Background: an optimization exercise with open tools, aiming at small area and a short achievable clock period. Do not read the settings as production practice.
Only simulation tests tie the RTL to the original design; equivalence was not proved.
Power figures rest on the tool's default switching activity, not on a simulated workload.

--- flow/design.v ---
module ALU
  (input [31:0] ALUA,
    input [31:0] ALUB,
    input [3:0] ALUControl,
    input ALUFlagIn,
    input Clk,
    output reg [31:0] ALUResult,
    output reg [3:0] ALUFlags);
  wire [31:0] A = ALUA, B = ALUB;
  wire [3:0] op = ALUControl;
  wire f = ALUFlagIn;
  wire arith = (op[3:2] == 2'b00);
  wire o_add = (op == 4'h0);
  wire o_sub = (op == 4'h1);
  wire o_inc = (op == 4'h2);
  wire o_dec = (op == 4'h3);
  wire o_and = (op == 4'h4);
  wire o_or  = (op == 4'h5);
  wire o_not = (op == 4'h6);
  wire o_xor = (op == 4'h7);
  wire o_shr = (op == 4'h8);
  wire o_shl = (op == 4'h9);
  wire nt_f = o_not & f, nt_nf = o_not & ~f;
  wire u00 = o_sub | o_dec | o_not;
  wire u01 = o_add | o_dec | o_or | o_xor | nt_nf;
  wire u10 = o_add | o_inc | o_or | o_xor | nt_f;
  wire u11 = o_sub | o_inc | o_and | o_or;
  wire v00 = o_inc | o_dec | o_not;
  wire v01 = o_add | o_sub | o_inc | o_dec | o_or | o_xor | nt_nf;
  wire v10 = o_add | o_sub | o_or | o_xor | nt_f;
  wire v11 = o_and | o_or;
  wire wb1 = o_add | o_dec;
  wire wb0 = o_sub | o_dec;
  wire [31:0] U, W;
  assign U[0] = A[0] ? (B[0] ? v11 : v10) : (B[0] ? v01 : v00);
  assign W[0] = (A[0] & (o_add ? B[0] : (o_sub | o_inc | o_dec))) | (o_sub & ~B[0]);
  genvar q;
  generate
    for (q = 1; q < 32; q = q + 1) begin : lut
      assign U[q] = A[q] ? (B[q] ? u11 : u10) : (B[q] ? u01 : u00);
      assign W[q] = A[q] & (B[q] ? wb1 : wb0);
    end
  endgenerate
  wire cin = f & arith;
  wire [31:0] p = U ^ {W[30:0], 1'b0};
  wire [31:0] t = U | {W[30:0], 1'b0};
  wire [31:0] g = {U[31:1] & W[30:0], U[0] & cin};
  wire g_0_1 = g[1] | (p[1] & g[0]);
  wire p_0_1 = p[1] & p[0];
  wire g_0_3 = g[3] | (p[3] & g[2]);
  wire p_0_3 = p[3] & p[2];
  wire g_0_5 = g[5] | (p[5] & g[4]);
  wire p_0_5 = p[5] & p[4];
  wire g_0_7 = g[7] | (p[7] & g[6]);
  wire p_0_7 = p[7] & p[6];
  wire g_0_9 = g[9] | (p[9] & g[8]);
  wire p_0_9 = p[9] & p[8];
  wire g_0_11 = g[11] | (p[11] & g[10]);
  wire p_0_11 = p[11] & p[10];
  wire g_0_13 = g[13] | (p[13] & g[12]);
  wire p_0_13 = p[13] & p[12];
  wire g_0_15 = g[15] | (p[15] & g[14]);
  wire p_0_15 = p[15] & p[14];
  wire g_0_17 = g[17] | (p[17] & g[16]);
  wire p_0_17 = p[17] & p[16];
  wire g_0_19 = g[19] | (p[19] & g[18]);
  wire p_0_19 = p[19] & p[18];
  wire g_0_21 = g[21] | (p[21] & g[20]);
  wire p_0_21 = p[21] & p[20];
  wire g_0_23 = g[23] | (p[23] & g[22]);
  wire p_0_23 = p[23] & p[22];
  wire g_0_25 = g[25] | (p[25] & g[24]);
  wire p_0_25 = p[25] & p[24];
  wire g_0_27 = g[27] | (p[27] & g[26]);
  wire p_0_27 = p[27] & p[26];
  wire g_0_29 = g[29] | (p[29] & g[28]);
  wire p_0_29 = p[29] & p[28];
  wire g_0_31 = g[31] | (p[31] & g[30]);
  wire p_0_31 = p[31] & p[30];
  wire g_1_3 = g_0_3 | (p_0_3 & g_0_1);
  wire p_1_3 = p_0_3 & p_0_1;
  wire g_1_7 = g_0_7 | (p_0_7 & g_0_5);
  wire p_1_7 = p_0_7 & p_0_5;
  wire g_1_11 = g_0_11 | (p_0_11 & g_0_9);
  wire p_1_11 = p_0_11 & p_0_9;
  wire g_1_15 = g_0_15 | (p_0_15 & g_0_13);
  wire p_1_15 = p_0_15 & p_0_13;
  wire g_1_19 = g_0_19 | (p_0_19 & g_0_17);
  wire p_1_19 = p_0_19 & p_0_17;
  wire g_1_23 = g_0_23 | (p_0_23 & g_0_21);
  wire p_1_23 = p_0_23 & p_0_21;
  wire g_1_27 = g_0_27 | (p_0_27 & g_0_25);
  wire p_1_27 = p_0_27 & p_0_25;
  wire g_1_31 = g_0_31 | (p_0_31 & g_0_29);
  wire p_1_31 = p_0_31 & p_0_29;
  wire g_2_7 = g_1_7 | (p_1_7 & g_1_3);
  wire p_2_7 = p_1_7 & p_1_3;
  wire g_2_15 = g_1_15 | (p_1_15 & g_1_11);
  wire p_2_15 = p_1_15 & p_1_11;
  wire g_2_23 = g_1_23 | (p_1_23 & g_1_19);
  wire p_2_23 = p_1_23 & p_1_19;
  wire g_2_31 = g_1_31 | (p_1_31 & g_1_27);
  wire p_2_31 = p_1_31 & p_1_27;
  wire g_3_15 = g_2_15 | (p_2_15 & g_2_7);
  wire p_3_15 = p_2_15 & p_2_7;
  wire g_3_31 = g_2_31 | (p_2_31 & g_2_23);
  wire p_3_31 = p_2_31 & p_2_23;
  wire g_4_31 = g_3_31 | (p_3_31 & g_3_15);
  wire p_4_31 = p_3_31 & p_3_15;
  wire g_6_23 = g_2_23 | (p_2_23 & g_3_15);
  wire p_6_23 = p_2_23 & p_3_15;
  wire g_7_11 = g_1_11 | (p_1_11 & g_2_7);
  wire p_7_11 = p_1_11 & p_2_7;
  wire g_7_19 = g_1_19 | (p_1_19 & g_3_15);
  wire p_7_19 = p_1_19 & p_3_15;
  wire g_7_27 = g_1_27 | (p_1_27 & g_6_23);
  wire p_7_27 = p_1_27 & p_6_23;
  wire g_8_5 = g_0_5 | (p_0_5 & g_1_3);
  wire p_8_5 = p_0_5 & p_1_3;
  wire g_8_9 = g_0_9 | (p_0_9 & g_2_7);
  wire p_8_9 = p_0_9 & p_2_7;
  wire g_8_13 = g_0_13 | (p_0_13 & g_7_11);
  wire p_8_13 = p_0_13 & p_7_11;
  wire g_8_17 = g_0_17 | (p_0_17 & g_3_15);
  wire p_8_17 = p_0_17 & p_3_15;
  wire g_8_21 = g_0_21 | (p_0_21 & g_7_19);
  wire p_8_21 = p_0_21 & p_7_19;
  wire g_8_25 = g_0_25 | (p_0_25 & g_6_23);
  wire p_8_25 = p_0_25 & p_6_23;
  wire g_8_29 = g_0_29 | (p_0_29 & g_7_27);
  wire p_8_29 = p_0_29 & p_7_27;
  wire g_9_2 = g[2] | (p[2] & g_0_1);
  wire p_9_2 = p[2] & p_0_1;
  wire g_9_4 = g[4] | (p[4] & g_1_3);
  wire p_9_4 = p[4] & p_1_3;
  wire g_9_6 = g[6] | (p[6] & g_8_5);
  wire p_9_6 = p[6] & p_8_5;
  wire g_9_8 = g[8] | (p[8] & g_2_7);
  wire p_9_8 = p[8] & p_2_7;
  wire g_9_10 = g[10] | (p[10] & g_8_9);
  wire p_9_10 = p[10] & p_8_9;
  wire g_9_12 = g[12] | (p[12] & g_7_11);
  wire p_9_12 = p[12] & p_7_11;
  wire g_9_14 = g[14] | (p[14] & g_8_13);
  wire p_9_14 = p[14] & p_8_13;
  wire g_9_16 = g[16] | (p[16] & g_3_15);
  wire p_9_16 = p[16] & p_3_15;
  wire g_9_18 = g[18] | (p[18] & g_8_17);
  wire p_9_18 = p[18] & p_8_17;
  wire g_9_20 = g[20] | (p[20] & g_7_19);
  wire p_9_20 = p[20] & p_7_19;
  wire g_9_22 = g[22] | (p[22] & g_8_21);
  wire p_9_22 = p[22] & p_8_21;
  wire g_9_24 = g[24] | (p[24] & g_6_23);
  wire p_9_24 = p[24] & p_6_23;
  wire g_9_26 = g[26] | (p[26] & g_8_25);
  wire p_9_26 = p[26] & p_8_25;
  wire g_9_28 = g[28] | (p[28] & g_7_27);
  wire p_9_28 = p[28] & p_7_27;
  wire g_9_30 = g[30] | (p[30] & g_8_29);
  wire p_9_30 = p[30] & p_8_29;
  wire [32:0] c;
  assign c[0] = cin;
  assign c[1] = g[0];
  assign c[2] = g_0_1;
  assign c[3] = g_9_2;
  assign c[4] = g_1_3;
  assign c[5] = g_9_4;
  assign c[6] = g_8_5;
  assign c[7] = g_9_6;
  assign c[8] = g_2_7;
  assign c[9] = g_9_8;
  assign c[10] = g_8_9;
  assign c[11] = g_9_10;
  assign c[12] = g_7_11;
  assign c[13] = g_9_12;
  assign c[14] = g_8_13;
  assign c[15] = g_9_14;
  assign c[16] = g_3_15;
  assign c[17] = g_9_16;
  assign c[18] = g_8_17;
  assign c[19] = g_9_18;
  assign c[20] = g_7_19;
  assign c[21] = g_9_20;
  assign c[22] = g_8_21;
  assign c[23] = g_9_22;
  assign c[24] = g_6_23;
  assign c[25] = g_9_24;
  assign c[26] = g_8_25;
  assign c[27] = g_9_26;
  assign c[28] = g_7_27;
  assign c[29] = g_9_28;
  assign c[30] = g_8_29;
  assign c[31] = g_9_30;
  assign c[32] = g_4_31;
  wire [31:0] sum = p ^ c[31:0];
  wire v32 = c[32] ^ W[31];      
  wire zsum = ~(p[0] ^ cin) & (&(~(p[31:1] ^ t[30:0])));
  function [31:0] rev(input [31:0] x);
    integer k;
    for (k = 0; k < 32; k = k + 1) rev[k] = x[31-k];
  endfunction
  wire big = |B[31:5];
  wire [4:0] n = B[4:0];
  wire [31:0] X = op[0] ? rev(A) : A;
  wire [31:0] s0 = n[0] ? {f, X[31:1]} : X;
  wire [31:0] s1 = n[1] ? {{2{f}}, s0[31:2]} : s0;
  wire [31:0] s2 = n[2] ? {{4{f}}, s1[31:4]} : s1;
  wire [31:0] s3 = n[3] ? {{8{f}}, s2[31:8]} : s2;
  wire [31:0] s4 = n[4] ? {{16{f}}, s3[31:16]} : s3;
  wire fb = f & (op[0] | ((n == 5'd0) & (B[31:6] == 26'd0)));
  wire sflag = ~big & A[~n];
  wire shop = o_shr | o_shl;
  wire esr = o_shr & ~big;
  wire esl = o_shl & ~big;
  wire ef = shop & big & fb;
  wire [31:0] R = sum | ({32{esr}} & s4) | ({32{esl}} & rev(s4)) | {32{ef}};
  wire zsh = big ? ~fb : ~|s4;
  wire bz = ~big & (n == 5'd0);
  wire [3:0] F;
  assign F[3] = (o_sub & (v32 ^ bz)) | (o_dec & v32);
  assign F[2] = ((o_add | o_inc) & v32) | (shop & sflag);
  assign F[1] = shop ? zsh : (zsum & ~op[3]);
  assign F[0] = (o_sub & ~bz & (~v32 | (f & zsum))) | (o_dec & (f ? zsum : ~v32));    
  always @(posedge Clk) begin
    ALUResult <= R;
    ALUFlags <= F;
  end
endmodule
--- flow/flow/run.sh ---
#!/bin/bash
# The standard layout (standard.sh) with these make settings on top of config.mk:
#  - ADDER_MAP_FILE empty: no Yosys full/half adder extraction, so ABC maps the whole datapath;
#  - port buffers are buf_1 cells instead of the resizer's default pick;
set -euo pipefail
bash standard.sh ADDER_MAP_FILE= "BUFFER_PORTS_ARGS=-buffer_cell sky130_fd_sc_hd__buf_1" SETUP_SLACK_MARGIN=6 finish > flow_make.log 2>&1
--- flow/standard.sh ---
#!/bin/bash
# synth_recipe.tcl (not shown) runs the flow's synth.tcl, then flattens the netlist and writes it again
# the make line also repeats each setting of config.mk as NAME=value (left out here)
make -C /OpenROAD-flow-scripts/flow DESIGN_CONFIG=/design/flow/config.mk WORK_HOME=/design/flow/orfs CLKGATE_MAP_FILE= SYNTH_SCRIPT=/design/flow/synth_recipe.tcl "${@:-finish}"
--- flow/config.mk ---
export PLATFORM = sky130hd
export DESIGN_NAME = ALU
export DESIGN_NICKNAME = ALU
export VERILOG_FILES = /design/flow/design.v
export SDC_FILE = /design/flow/constraint.sdc
export NUM_CORES = 4
export LEC_CHECK = 0
export ABC_AREA = 1
export CAP_MARGIN = 20
export CORE_MARGIN = 2
export CORE_UTILIZATION = 65
export SETUP_SLACK_MARGIN = 5
export SLEW_MARGIN = 20
--- flow/constraint.sdc ---
create_clock -name core_clock -period 11.5 [get_ports {Clk}]
set_input_delay 2.3000 -clock core_clock [delete_from_list [all_inputs] [get_ports {Clk}]]
set_output_delay 2.3000 -clock core_clock [all_outputs]
set_load 0.01 [all_outputs]
==> qor.csv, run 1 <==
stage,metric,value,unit
drt,router iterations before antenna repair,19,
floorplanning,Rows,38,
yosys,Syn Inst Count,1367,
drt,via/cell ratio,6.60,
hold_path,worst hold path depth,3,
floorplanning,io pins,106,
worst_setup_path,crit start category,input port,
clock_network,CTS Buf Count,5,
flow_run,Max Cap Viol,0,
drt,1st-iter DRT viols,2057,
timing,Fin Setup TNS,0,ns
timing,final setup vio count,0,
clock_network,clk sinks,36,
global_routing,grt total ovfl,0,
timing,WHS,2.51,ns
drt,DR vias,10400,
yosys,sequential-to-total area share from yosys stat,9.97,%
worst_setup_path,CP Max Fanout,67,
clock_network,CTS tree,built,
yosys,top post-synthesis cells by area,"nand2_1 22%, o21ai_0 11%, dfxtp_1 10%",
cells_and_area,# diodes,0,
yosys,Post-synth EDFFs,0,
drt,antenna-violating nets left,0,
yosys,Yosys top cell by area,nand2_1,
worst_setup_path,critical path's largest stage delay,0.29,ns
drt,Post-Route WL,30.6,mm
cells_and_area,most frequent cells in the layout,"430 x nand2_1, 160 x o21ai_0, 133 x inv_1",
clock_network,H-Tree Depth,2,
floorplanning,Chip Width,109,µm
power_and_ir_drop,VDD IR max,92.2,µV
global_routing,Total Routing Usage GR,49.7,%
yosys,yosys warns,1,
worst_setup_path,slowest CP cell,nand3b_1,
yosys,post-synthesis register bit count,36,
global_routing,vias in the first global route,8481,
power_and_ir_drop,pwr/cell area,83.3,mW/mm²
hold_path,hold crit path type,in -> reg,
cells_and_area,"most common cell after layout, fill and taps aside",nand2_1,
yosys,synthesized area per cell,5.29,µm²
drt,DRC viols,0,
timing,RSZ-0062 raised after global routing,false,
outcome,status,finished clean,
yosys,"Top FF cell, synth",dfxtp_1,
cells_and_area,area grow syn2layout,8.78,%
timing,worst-margin pin slew,0.830,ns
worst_setup_path,Critical Path RT,11.71,ns
clock_network,root buf cell,clkbuf_8,
cells_and_area,nets,1501,
floorplanning,die footprint,0.0120,mm²
worst_setup_path,CP dominant cell by count,nand2_1,
global_routing,first-pass GRT wire length,45.6,mm
cells_and_area,layout cells sized above 1,6.63,%
placed_design,port bufs,105,
timing,max frequency,186,MHz
yosys,Yosys cell types,51,
global_routing,initial antenna violation count,1,
worst_setup_path,"Data arrival, critical path",5.59,ns
placed_design,HPWL Detailed,23.7,mm
worst_setup_path,worst-path cell chain,buf_12 > inv_2 > nand2_1 > nand2_1 > nand2_8 > clkinvlp_4 > buf_4 > o21ai_0 > a21oi_1 > nand3b_1 > nand2_1 > nor2_2 > nand2_1 > a21oi_2 > nor2_2 > nor3_2 > nor2_2 > nand2_1 > nand2_1 > nand2_1 > o21ai_1,
clock_network,"Hold-fix buffers, CTS",0,
floorplanning,DIE HEIGHT,109,µm
yosys,Synth top area share,22.3,%
worst_setup_path,crit end category,register,
timing,crit share post-route,46.8,%
power_and_ir_drop,Leak,3.84,nW
yosys,Post-Syn Nets,1437,
placed_design,RePlAce Congestion,1.12,
clock_network,CTS Buffer Depth,2,
hold_path,Worst Hold End,ALUFlags[0]$_DFF_P_,
timing,Max Slew Vio Count,0,
yosys,Synth async-reset ratio,0,%
cells_and_area,Finished Layout Cells,1572,
placed_design,dpl cells,1560,
worst_setup_path,critical path class,in -> reg,
timing,clock period minus worst slack,5.38,ns
timing,Final Hold Fails,0,
yosys,Synth Cell Area,0.00723,mm²
floorplanning,Core Area,0.0108,mm²
hold_path,worst min-delay path startpoint,ALUFlagIn,
cells_and_area,final core utilization,72.5,%
clock_network,clk slew on worst S/H paths,0.08,ns
floorplanning,Initial Util,66.7,%
timing,Relative slew margins,44.3,%
global_routing,pin count of the biggest net entering global routing,68,
drt,drt wl/cell,19.5,µm
==> registers in the layout, summed over array words and instances (netlist names) <==
register,cells
ALUResult,32
ALUFlags,4
==> cells in the mapped netlist (14+ instances only) <==
| cell type | count |
|---|---|
| nand2_1 | 430 |
| o21ai_1 | 18 |
| nand3_1 | 85 |
| inv_2 | 14 |
| a21oi_1 | 88 |
| o211ai_1 | 35 |
| nand2_2 | 16 |
| dfxtp_1 | 36 |
| o21ai_0 | 161 |
| o22ai_1 | 14 |
| mux2i_1 | 26 |
| nor2_1 | 82 |
| a221oi_1 | 18 |
| nand4_1 | 28 |
| clkbuf_1 | 29 |
| inv_1 | 135 |
==> stage by stage <==
| step | total power [mW] | setup slack [ns] | instance area (µm²) |
|---|---|---|---|
| after floorplan | 0.414 | 7.01 | 7230 |
| after global placement | 0.524 | 4.90 | 7560 |
| after detailed placement | 0.530 | 4.78 | 7560 |
| after CTS | 0.625 | 6.09 | 7690 |
| after global routing | 0.695 | 6.01 | 7860 |
| final | 0.655 | 6.12 | 7860 |
==> how the worst max path moves through the flow <==
| stage | start | end | slack (ns) | cells after the start |
|---|---|---|---|---|
| after floorplan | ALUControl[3] | ALUResult[23]$_DFF_P_ | 7.01 | 24 |
| after global placement | ALUControl[0] | ALUResult[13]$_DFF_P_ | 4.90 | 22 |
| after detailed placement | ALUControl[0] | ALUResult[23]$_DFF_P_ | 4.78 | 24 |
| after CTS | ALUB[0] | ALUResult[21]$_DFF_P_ | 6.09 | 13 |
| after global routing | ALUControl[3] | ALUResult[21]$_DFF_P_ | 6.01 | 23 |
| final | ALUControl[0] | ALUFlags[2]$_DFF_P_ | 6.12 | 21 |
==> repair_timing <==
item	in CTS	in global routing
pin swaps	0	2
gates cloned	0	2
setup buffers	0	1
gates resized for setup	6	25
setup endpoints to repair	34	25
==> area by class of cell <==
class	count	area, µm²
Inverter	152	581
Clock buffer	6	82.6
Clock inverter	2	13.8
Fill cell	1036	2980
Sequential cell	36	721
Tap cell	140	175
Timing Repair Buffer	115	508
Multi-Input combinational cell	1121	5780
==> logic make-up after synthesis <==
logic type	after synthesis	share of synthesized area (%)
simple gates	693	41.2
compound gates	385	31.4
buf+inv	212	12.0
flops	36	9.97
mux	26	3.60
xor+xnor	15	1.82
==> report_power, final <==
part	switching (mW)	internal, mW	total (mW)	leakage [nW]
clock	0.0456	0.0489	0.0944	0.0516
sequential	0.00530	0.147	0.152	0.302
combinational	0.290	0.118	0.409	3.48
==> layer usage <==
metal | GRT usage (%) | up-vias | routed length, µm
met2 | 68.0 | 1014 | 11500
met3 | 16.2 | 202 | 5330
met1 | 65.6 | 4375 | 11200
li1 | - | 4775 | -
met4 | 33.0 | 2 | 2580
met5 | 0 | - | 13
==> worst max-delay path, delay by kind of cell <==
kind / cells / cell delay, ns
buf+inv: 4 / 0.81
simple gates: 13 / 1.95
compound gates: 4 / 0.47
==> run 2, diff against run 1 <==
--- a/flow/config.mk
+++ b/flow/config.mk
@@ -11,2 +11,3 @@
 export CORE_UTILIZATION = 65
+export CTS_BUF_LIST = sky130_fd_sc_hd__clkbuf_8
 export SETUP_SLACK_MARGIN = 5
==> qor.csv, run 2 <==
stage,metric,value,unit
outcome,status,finished clean,
power_and_ir_drop,Gate power share,62.4,%
yosys,mux cell area share after synthesis,3.60,%
drt,DRC viols,0,
timing,clock period minus worst slack,5.38,ns
yosys,top post-synthesis cells by area,"nand2_1 22%, o21ai_0 11%, dfxtp_1 10%",
drt,1st-iter DRT viols,2057,
power_and_ir_drop,NetSw,0.341,mW
cells_and_area,layout cells sized above 1,6.63,%
global_routing,pin count of the biggest net entering global routing,68,
placed_design,HPWL Detailed,23.7,mm
cells_and_area,area grow syn2layout,8.78,%
yosys,Synth top area share,22.3,%
floorplanning,Initial Util,66.7,%
timing,crit share post-route,46.8,%
yosys,synthesized area per cell,5.29,µm²
yosys,post-synthesis register bit count,36,
worst_setup_path,worst-path cell chain,buf_12 > inv_2 > nand2_1 > nand2_1 > nand2_8 > clkinvlp_4 > buf_4 > o21ai_0 > a21oi_1 > nand3b_1 > nand2_1 > nor2_2 > nand2_1 > a21oi_2 > nor2_2 > nor3_2 > nor2_2 > nand2_1 > nand2_1 > nand2_1 > o21ai_1,
drt,drt wl/cell,19.5,µm
cells_and_area,most frequent cells in the layout,"430 x nand2_1, 160 x o21ai_0, 133 x inv_1",
yosys,Synth Area in Compound Gates,31.4,%
worst_setup_path,critical path's largest stage delay,0.29,ns
timing,Relative slew margins,44.3,%
placed_design,port bufs,105,
global_routing,Total Routing Usage GR,49.7,%
floorplanning,DIE HEIGHT,109,µm
global_routing,grt total ovfl,0,
drt,router iterations before antenna repair,19,
clock_network,clk sinks,36,
placed_design,RePlAce Congestion,1.12,
yosys,"Top FF cell, synth",dfxtp_1,
floorplanning,Core Area,0.0108,mm²
global_routing,initial antenna violation count,1,
clock_network,root buf cell,clkbuf_8,
yosys,post-synthesis xor/xnor area fraction,1.82,%
yosys,post-synthesis simple-gate area fraction,41.2,%
flow_run,Max Cap Viol,0,
cells_and_area,nets,1501,
power_and_ir_drop,Leak,3.84,nW
yosys,adder-cell share of the synthesized area,0,%
power_and_ir_drop,pwr/cell area,83.3,mW/mm²
worst_setup_path,"Data arrival, critical path",5.59,ns
cells_and_area,"most common cell after layout, fill and taps aside",nand2_1,
hold_path,hold crit path type,in -> reg,
cells_and_area,# diodes,0,
cells_and_area,Biggest register,ALUResult,
worst_setup_path,CP top delay family,simple AND/OR/NAND/NOR gates,
clock_network,CTS tree,built,
timing,final setup margin,6.12,ns
timing,RSZ-0062 raised after global routing,false,
cells_and_area,Largest regs,"ALUResult x32, ALUFlags x4",
yosys,Yosys top cell by area,nand2_1,
drt,via/cell ratio,6.60,
power_and_ir_drop,clock share of power,14.4,%
worst_setup_path,critical path class,in -> reg,
worst_setup_path,CP dominant cell by count,nand2_1,
yosys,Post-synth EDFFs,0,
yosys,Post-Syn Nets,1437,
timing,Max Slew Vio Count,0,
yosys,Yosys cell types,51,
worst_setup_path,crit start category,input port,
floorplanning,io pins,106,
timing,worst-margin pin slew,0.830,ns
drt,Post-Route WL,30.6,mm
hold_path,worst min-delay path startpoint,ALUFlagIn,
drt,DR vias,10400,
timing,max frequency,186,MHz
floorplanning,Rows,38,
timing,final setup vio count,0,
clock_network,H-Tree Depth,2,
power_and_ir_drop,Internal Power,0.314,mW
clock_network,CTS Buffer Depth,2,
floorplanning,die footprint,0.0120,mm²
timing,Fin Setup TNS,0,ns
yosys,Synth top cells by count,"430 x nand2_1, 161 x o21ai_0, 135 x inv_1, 88 x a21oi_1, 85 x nand3_1",
clock_network,"Hold-fix buffers, CTS",0,
yosys,sequential-to-total area share from yosys stat,9.97,%
floorplanning,Chip Width,109,µm
placed_design,Place WS,4.78,ns
worst_setup_path,slowest CP cell,nand3b_1,
yosys,yosys warns,1,
worst_setup_path,crit end category,register,
yosys,top-count cell post-synth,nand2_1,
yosys,Synth async-reset ratio,0,%
drt,antenna-violating nets left,0,
power_and_ir_drop,Seq pwr share,23.2,%
power_and_ir_drop,VDD IR max,92.2,µV
worst_setup_path,Critical Path RT,11.71,ns
global_routing,first-pass GRT wire length,45.6,mm
yosys,largest family of logic cells by synthesized area,simple AND/OR/NAND/NOR gates,
power_and_ir_drop,Sw Share,52.1,%
clock_network,clk slew on worst S/H paths,0.08,ns
yosys,Syn Inst Count,1367,
global_routing,vias in the first global route,8481,
worst_setup_path,CP Launch Point,ALUControl[0],
yosys,Synth Cell Area,0.00723,mm²
worst_setup_path,Worst Path Buf+Inv,4,
worst_setup_path,CP Max Fanout,67,
clock_network,CTS Buf Count,5,
cells_and_area,max reg flops,32,
timing,Final Hold Fails,0,
==> run 2: cell counts in the layout (fill, tap and decap cells not counted) <==
No cell type changed its count.
==> run 2: kinds of logic after synthesis <==
group | after synthesis
multiplexers | 26
XOR/XNOR | 15
buffers and inverters | 212
flip-flops | 36
AND/OR/NAND/NOR | 693
AO/OA/AOI/OAI | 385
==> run 2: power groups by stage <==
stage	clock (mW)	combinational (mW)	sequential (mW)
after detailed placement	0	0.375	0.155
after CTS	0.0956	0.377	0.152
after floorplan	0	0.247	0.167
after global placement	0	0.370	0.154
after global routing	0.100	0.440	0.155
final	0.0944	0.409	0.152
==> run 2: path summary, 6_finish.rpt <==
| kind | end | slack [ns] | depth (start not counted) |
|---|---|---|---|
| worst max-delay path | ALUFlags[2]$_DFF_P_ | 6.12 | 21 |
| worst min-delay path | ALUFlags[0]$_DFF_P_ | 2.51 | 3 |
==> run 2: through the flow <==
stage	power, mW	hold WS [ns]	area [µm²]	utilization (%)	instances
after global routing	0.695	2.52	7860	72.5	1572
final	0.655	2.51	7860	72.5	1572
after floorplan	0.414	2.51	7230	-	1367
after CTS	0.625	2.45	7690	70.9	1568
after detailed placement	0.530	2.68	7560	69.8	1560
after global placement	0.524	2.68	7560	69.8	1560
==> run 2: layer usage <==
layer | vias up | share of wire (%) | GRT usage, % | wire length [µm]
li1 | 4775 | - | - | -
met1 | 4375 | 37 | 65.6 | 11200
met2 | 1014 | 38 | 68.0 | 11500
met3 | 202 | 17 | 16.2 | 5330
met4 | 2 | 8.4 | 33.0 | 2580
met5 | - | 0.042 | 0 | 13
==> run 2: layout make-up <==
cell class                 count  area (µm²)
tap                          140         175
inverter                     152         581
fill                        1036        2980
sequential                    36         721
multi-input combinational   1121        5780
timing repair buffer         115         508
clock buffer                   6        82.6
clock inverter                 2        13.8
==> run 2: what timing repair did <==
item,in CTS,in global routing
hold endpoints to repair,0,0
pin swaps,0,2
gates resized for setup,6,25
gates cloned,0,2
setup buffers,0,1
endpoints found under the setup margin,34,25
==> run 3, diff against run 2 <==
--- a/flow/flow/run.sh
+++ b/flow/flow/run.sh
@@ -5,2 +5,2 @@
 set -euo pipefail
-bash standard.sh ADDER_MAP_FILE= "BUFFER_PORTS_ARGS=-buffer_cell sky130_fd_sc_hd__buf_1" SETUP_SLACK_MARGIN=6 finish > flow_make.log 2>&1
+bash standard.sh ADDER_MAP_FILE= "BUFFER_PORTS_ARGS=-buffer_cell sky130_fd_sc_hd__buf_1" SETUP_SLACK_MARGIN=6.1 finish > flow_make.log 2>&1
--- a/flow/config.mk
+++ b/flow/config.mk
@@ -11,3 +11,2 @@
 export CORE_UTILIZATION = 65
-export CTS_BUF_LIST = sky130_fd_sc_hd__clkbuf_8
 export SETUP_SLACK_MARGIN = 5
==> qor.csv, run 3 <==
stage,metric,value,unit
drt,1st-iter DRT viols,2080,
floorplanning,Chip Width,109,µm
yosys,synthesized area per cell,5.29,µm²
yosys,Post-synth EDFFs,0,
cells_and_area,fillers,1027,
power_and_ir_drop,NetSw,0.345,mW
timing,RSZ-0062 raised after global routing,true,
clock_network,H-Tree Depth,2,
placed_design,HPWL Detailed,23.7,mm
yosys,sequential-to-total area share from yosys stat,9.97,%
flow_run,Max Cap Viol,0,
cells_and_area,area grow syn2layout,9.28,%
cells_and_area,max reg flops,32,
yosys,top post-synthesis cells by area,"nand2_1 22%, o21ai_0 11%, dfxtp_1 10%",
power_and_ir_drop,Seq pwr share,23.0,%
global_routing,Total Routing Usage GR,49.9,%
clock_network,CTS Buffer Depth,2,
drt,DRC viols,0,
yosys,"Top FF cell, synth",dfxtp_1,
worst_setup_path,critical path's largest stage delay,0.30,ns
cells_and_area,most frequent cells in the layout,"429 x nand2_1, 160 x o21ai_0, 132 x inv_1",
drt,Post-Route WL,31.1,mm
floorplanning,Rows,38,
floorplanning,Core Area,0.0108,mm²
global_routing,grt total ovfl,0,
power_and_ir_drop,pwr/cell area,83.5,mW/mm²
yosys,post-synthesis register bit count,36,
yosys,Synth Cell Area,0.00723,mm²
global_routing,vias in the first global route,8518,
yosys,Syn Inst Count,1367,
power_and_ir_drop,clock share of power,14.4,%
floorplanning,die footprint,0.0120,mm²
worst_setup_path,critical path class,in -> reg,
clock_network,CTS Buf Count,5,
clock_network,clk slew on worst S/H paths,0.08,ns
clock_network,clk sinks,36,
floorplanning,io pins,106,
cells_and_area,Biggest register,ALUResult,
worst_setup_path,Critical Path RT,11.71,ns
timing,max frequency,188,MHz
global_routing,first-pass GRT wire length,45.8,mm
worst_setup_path,slowest CP cell,nand2_1,
placed_design,Place WS,4.78,ns
power_and_ir_drop,Sw Share,52.3,%
yosys,Synth top cells by count,"430 x nand2_1, 161 x o21ai_0, 135 x inv_1, 88 x a21oi_1, 85 x nand3_1",
timing,WHS,2.43,ns
cells_and_area,"most common cell after layout, fill and taps aside",nand2_1,
yosys,Yosys top cell by area,nand2_1,
placed_design,RePlAce Congestion,1.12,
power_and_ir_drop,Leak,3.86,nW
outcome,status,finished clean,
worst_setup_path,Worst Path Buf+Inv,4,
drt,DR vias,10500,
power_and_ir_drop,Internal Power,0.314,mW
clock_network,root buf cell,clkbuf_8,
placed_design,port bufs,105,
power_and_ir_drop,total power draw,0.659,mW
worst_setup_path,crit end category,register,
yosys,Post-Syn Nets,1437,
yosys,Yosys cell types,51,
worst_setup_path,crit start category,input port,
timing,Final Hold Fails,0,
yosys,top-count cell post-synth,nand2_1,
worst_setup_path,worst-path cell chain,buf_1 > inv_2 > nand2_1 > nand2_2 > nand2_8 > clkinvlp_4 > buf_4 > o21ai_0 > a21oi_1 > nand3b_1 > nand2_1 > nor2_2 > nand2_1 > a21oi_2 > nor2_2 > nor3_2 > nor2_2 > nand2_1 > nand2_1 > nand2_1 > o21ai_1,
yosys,Synth top area share,22.3,%
timing,clock period minus worst slack,5.32,ns
timing,final setup vio count,0,
drt,router iterations before antenna repair,10,
worst_setup_path,"Data arrival, critical path",5.53,ns
timing,Relative slew margins,47.4,%
timing,Max Slew Vio Count,0,
clock_network,"Hold-fix buffers, CTS",0,
drt,antenna-violating nets left,0,
worst_setup_path,CP Max Fanout,18,
cells_and_area,nets,1506,
cells_and_area,layout cells sized above 1,7.10,%
global_routing,initial antenna violation count,1,
hold_path,hold crit path type,in -> reg,
cells_and_area,final core utilization,72.8,%
drt,drt wl/cell,19.7,µm
timing,worst-margin pin slew,0.783,ns
yosys,yosys warns,1,
yosys,Synth async-reset ratio,0,%
power_and_ir_drop,VDD IR max,92.1,µV
worst_setup_path,CP dominant cell by count,nand2_1,
power_and_ir_drop,Gate power share,62.6,%
cells_and_area,# diodes,0,
worst_setup_path,CP top delay family,simple AND/OR/NAND/NOR gates,
timing,final setup margin,6.18,ns
timing,crit share post-route,46.3,%
timing,Fin Setup TNS,0,ns
drt,via/cell ratio,6.64,
cells_and_area,Largest regs,"ALUResult x32, ALUFlags x4",
global_routing,pin count of the biggest net entering global routing,68,
floorplanning,Initial Util,66.7,%
clock_network,CTS tree,built,
floorplanning,DIE HEIGHT,109,µm
-- run 3: final timing paths --
path / from / slack (ns) / end / cells past startpoint
setup / recovery: ALUControl[1] / 6.18 / ALUFlags[2]$_DFF_P_ / 21
hold / removal: ALUFlagIn / 2.43 / ALUFlags[0]$_DFF_P_ / 3
-- run 3: cell type report --
type | instances | area [µm²] | area share [%]
multi-input combinational | 1122 | 5790 | 73.3
tap | 140 | 175 | 2.22
timing repair buffer | 117 | 517 | 6.54
clock inverter | 2 | 13.8 | 0.174
sequential | 36 | 721 | 9.13
clock buffer | 6 | 82.6 | 1.05
timing repair inverter | 2 | 15.0 | 0.190
inverter | 152 | 587 | 7.43
-- run 3: worst min-delay path, stage by stage --
cell	delay, ns
clkbuf_2	0.20
nand2_1	0.11
a21boi_1	0.06
-- run 3: timing repair --
action | in CTS | in global routing
pin swaps | 0 | 5
cloned | 1 | 4
endpoints found under the setup margin | 35 | 29
buffers inserted | 0 | 4
gates resized for setup | 7 | 30
-- run 3: kinds of logic after synthesis --
| kind of cell | share of synthesized area (%) |
|---|---|
| flops | 9.97 |
| xor+xnor | 1.82 |
| simple gates | 41.2 |
| compound gates | 31.4 |
| buf+inv | 12.0 |
| mux | 3.60 |
-- run 3: stage by stage --
| stage | instances | instance area [µm²] |
|---|---|---|
| floorplan | 1367 | 7230 |
| global placement | 1560 | 7560 |
| detailed placement | 1560 | 7560 |
| CTS | 1569 | 7700 |
| global route | 1577 | 7900 |
| finish | 1577 | 7900 |
-- run 3: routing by layer --
layer | global-route usage [%] | vias to the layer above | part of all wire, %
met3 | 16.9 | 236 | 18
met1 | 65.6 | 4421 | 35
li1 | - | 4795 | -
met4 | 33.6 | 2 | 9.2
met5 | 0 | - | 0.042
met2 | 67.8 | 1018 | 37
-- run 3: power groups by stage --
stage          Sequential, mW  Clock, mW  Combinational (mW)
5_1_grt                 0.155     0.0999               0.442
3_5_place_dp            0.155          0               0.375
2_1_floorplan           0.167          0               0.247
4_1_cts                 0.152     0.0956               0.377
6_report                0.152     0.0949               0.413
3_3_place_gp            0.154          0               0.370

[static timing again, ports no longer ideal]
No port has a modelled driver above. Below, the same layouts with a new extraction and two added sets of constraints. Step 1 assumes that a clkbuf_16 drives the clock port and a buf_2 every other input. Step 2 adds t to the input delays and takes it off the output delays; t is the mean of the earliest and latest rising clock arrival at the registers after step 1. Input paths then give back, and output paths get back, about the clock's delay inside the block. Slacks: no drivers / after step 1 / after step 2; pairs: no drivers / after step 1.
| run | t (ns) | setup WS [ns] | hold WS [ns] | worst setup path at the end |
|---|---|---|---|---|
| run 1 | 0.325 | 6.116 / 6.066 / 5.742 | 2.511 / 2.502 / 2.703 | input to register |
| run 2 | 0.325 | 6.116 / 6.066 / 5.742 | 2.511 / 2.502 / 2.703 | input to register |
| run 3 | 0.323 | 6.180 / 6.185 / 5.862 | 2.427 / 2.418 / 2.703 | input to register |
After both steps setup and hold are still met in every run listed.
